Context: an optimization exercise on an open-source flow, tuned for small area and a short achievable clock period. The choices shown serve that exercise and are no tape-out recipe.
In this exercise RTL edits were held to simulation tests only and were not proved equivalent to the original.
Power and IR drop assume default switching activity.

Design mm2s_dds_modulator, start of the top module:
module mm2s_dds_modulator(
    input wire          S_AXI_CLK,
    input wire          S_AXI_ARESETN,
    output wire         S_AXI_AWREADY,
    input wire   [31:0] S_AXI_AWADDR,
    input wire          S_AXI_AWVALID,
    output wire         S_AXI_WREADY,
    input wire   [31:0] S_AXI_WDATA,
    input wire   [3:0]  S_AXI_WSTRB,
    input wire          S_AXI_WVALID,
    input wire          S_AXI_BREADY,
    output wire  [1:0]  S_AXI_BRESP,
    output wire         S_AXI_BVALID,
    output wire         S_AXI_ARREADY,
    input wire   [31:0] S_AXI_ARADDR,
    input wire          S_AXI_ARVALID,
    input wire          S_AXI_RREADY,
    output wire  [31:0] S_AXI_RDATA,
    output wire  [1:0]  S_AXI_RRESP,
    output wire         S_AXI_RVALID,
    output wire dds_en_o,
    output wire [71:0] m_axis_modulation_tdata,
    output wire m_axis_modulation_tvalid,
    output wire m_axis_modulation_tlast,
    input wire m_axis_modulation_tready
);
    wire clk  = S_AXI_CLK;
    wire rstn = S_AXI_ARESETN;
    localparam [16:0] LFSR_LAST = 17'h1C742;
  ...
Settings: LEC_CHECK=0, CAP_MARGIN=20, CORE_MARGIN=2, CORE_UTILIZATION=55, CTS_CLUSTER_DIAMETER=100, CTS_CLUSTER_SIZE=32, SETUP_SLACK_MARGIN=2.5, SLEW_MARGIN=20; clock period 5.5 ns.
standard.sh (not shown) runs the stock make flow with config.mk's settings and CLKGATE_MAP_FILE= SYNTH_SCRIPT=/design/flow/synth_recipe.tcl, a recipe that flattens the netlist after the stock synthesis.
==> flow/flow/run.sh <==
#!/bin/bash
set -e
HERE=$(pwd)
mkdir -p "$HERE/scripts_alt"
for f in "$FLOW_HOME"/scripts/*; do ln -sf "$f" "$HERE/scripts_alt/"; done
rm -f "$HERE/scripts_alt/abc_speed.script"
cp "$HERE/flow/abc_speed.script" "$HERE/scripts_alt/abc_speed.script"
export SCRIPTS_DIR="$HERE/scripts_alt"
export BUFFER_PORTS_ARGS="-buffer_cell sky130_fd_sc_hd__buf_1"
export SKIP_GATE_CLONING=1
cp standard.sh standard_sh.log
bash standard.sh > standard.log 2>&1
==> flow/flow/abc_speed.script <==
&get -n
&st
&dch
&nf
&put
buffer -c
topo
stime -c
upsize -c
dnsize -c
The starting point completed without violations.
Next try:
==> flow/flow/abc_speed.script (replaced) <==
&get -n
&st
&dch
&nf
&put
- CORE_UTILIZATION: 55 -> 40
- CTS_CLUSTER_DIAMETER: 100 -> 120
- CTS_CLUSTER_SIZE: 32 -> 24
The changed run went through all stages and came out clean.
Register-to-register slack loses 0.03 ns.
Setup slack stays flat.
Clock skew increases by 0.0033 ns.
First-iteration DRC count decreases by 17%.
Total power increases by 2.5%.
Count of clock-buffer cells in the layout increases by 5.
Cell count increases by 7.1%.
Utilization decreases by 14 points.
Synthesized area decreases by 3.4%.
Fmax is about the same.
Sequential cell count is unchanged.
Next try:
==> flow/flow/abc_speed.script (replaced) <==
&get -n
&st
&dch
&nf
&put
buffer -c
topo
stime -c
dnsize -c
- CORE_UTILIZATION: 40 -> 55
- CTS_CLUSTER_DIAMETER: 120 -> 100
Effect: Via count rose by 3.3%; sequential share of layout area rose by 0.69 points; worst setup slack loses 0.064 ns; hold slack is about the same; clock skew rose by 0.0066 ns; non-clock buffer count rose by 3; sequential power barely changes; wire length rose by 3.4%; die area fell by 25%.

mm2s_dds_modulator again, from the RTL that the note above started with.
clock: 5.5 ns
lec_check: 0
cap_margin: 20
core_margin: 2
core_utilization: 55
cts_cluster_diameter: 100
cts_cluster_size: 24
place_density: 0.8
setup_slack_margin: 2.5
slew_margin: 20
==> flow/flow/abc_speed.script <==
&get -n
&st
&dch
&nf
&put
buffer -c
topo
stime -c
upsize -c
dnsize -c
Scripts as last shown in full above: flow/flow/run.sh
The starting point completed with no timing, DRC or antenna violations.
Then changed:
--- a/flow/config.mk
+++ b/flow/config.mk
@@ -9,6 +9,5 @@
 export CORE_MARGIN = 2
-export CORE_UTILIZATION = 55
-export CTS_CLUSTER_DIAMETER = 100
+export CORE_UTILIZATION = 40
+export CTS_CLUSTER_DIAMETER = 120
 export CTS_CLUSTER_SIZE = 24
-export PLACE_DENSITY = 0.8
 export SETUP_SLACK_MARGIN = 2.5
=> Power went up by 0.85%; worst setup slack gets worse by 0.029 ns; design area fell by 0.45%; count of clock-buffer cells in the layout is unchanged; non-clock buffer count falls by 20.
Then changed:
--- a/flow/config.mk
+++ b/flow/config.mk
@@ -9,6 +9,6 @@
 export CORE_MARGIN = 2
-export CORE_UTILIZATION = 40
-export CTS_CLUSTER_DIAMETER = 120
+export CORE_UTILIZATION = 55
+export CTS_CLUSTER_DIAMETER = 100
 export CTS_CLUSTER_SIZE = 24
-export SETUP_SLACK_MARGIN = 2.5
+export SETUP_SLACK_MARGIN = 2.4
 export SLEW_MARGIN = 20
What happened:
- routed wire length went down by about 5.3%
- clock power stays flat
- die area went down by about 27%
- first-iteration DRC count went up by 12%
- total power went up by 0.43%
- setup slack got worse by 0.056 ns
- global-route usage went up by 7.8 points
- fmax went down by about 1.8%
- synthesized cell count is unchanged
- worst hold slack hardly moves
Then changed:
--- a/flow/flow/run.sh
+++ b/flow/flow/run.sh
@@ -9,3 +9,2 @@
 export BUFFER_PORTS_ARGS="-buffer_cell sky130_fd_sc_hd__buf_1"
-export SKIP_GATE_CLONING=1
 cp standard.sh standard_sh.log
--- a/flow/config.mk
+++ b/flow/config.mk
@@ -9,6 +9,6 @@
 export CORE_MARGIN = 2
-export CORE_UTILIZATION = 55
-export CTS_CLUSTER_DIAMETER = 100
+export CORE_UTILIZATION = 40
+export CTS_CLUSTER_DIAMETER = 120
 export CTS_CLUSTER_SIZE = 24
-export SETUP_SLACK_MARGIN = 2.4
+export SETUP_SLACK_MARGIN = 2.5
 export SLEW_MARGIN = 20
Result:
- setup slack improved by 0.047 ns
- non-clock buffer count is higher by 1
- via count is unchanged
- sequential cell count does not change
- power drops slightly
- sequential power is about the same
- global-route usage came out lower by 7.5 points
- combinational power increases by a little under a tenth
- utilization shrinks by 16 points
- register-to-register slack improves by 0.03 ns

==> afterwards: timing with drivers on the ports <==
No port has a modelled driver above. Below, the same layouts with a new extraction and two added sets of constraints. Step 1 sets driving cells, clkbuf_16 on the clock port and buf_2 on the other inputs (assumed; they add their load-dependent delay and slew). Step 2 moves the port delays by t, midway between the first and last clock arrival at a register: inputs arrive t later, outputs are due t later. That takes back most of the time a late clock gives input paths. Three values: ideal, step 1, step 2; two values: the first two.
run | t, ns | slack for setup (ns) | hold slack, ns | latest minus earliest clock arrival (ns)
the first run of note 1 | 0.550 | 2.541 / 2.528 / 1.978 | 0.461 / 0.461 / 0.461 | 0.020 / 0.020
the second run of note 1 | 0.550 | 2.543 / 2.543 / 2.049 | 0.454 / 0.454 / 0.454 | 0.024 / 0.024
the third run of note 1 | 0.540 | 2.479 / 2.479 / 2.075 | 0.454 / 0.454 / 0.454 | 0.029 / 0.029
the first run of note 2 | 0.551 | 2.548 / 2.500 / 1.992 | 0.447 / 0.447 / 0.447 | 0.024 / 0.024
the second run of note 2 | 0.557 | 2.518 / 2.505 / 1.947 | 0.460 / 0.460 / 0.460 | 0.018 / 0.019
the third run of note 2 | 0.552 | 2.463 / 2.452 / 1.899 | 0.457 / 0.457 / 0.457 | 0.017 / 0.017
the fourth run of note 2 | 0.556 | 2.510 / 2.496 / 1.940 | 0.460 / 0.460 / 0.460 | 0.022 / 0.021
After both steps setup and hold are still met in every run listed. For the second run of note 2, which loses most, drivers alone change the setup slack by -0.013 ns; drivers and shift together by -0.571 ns.
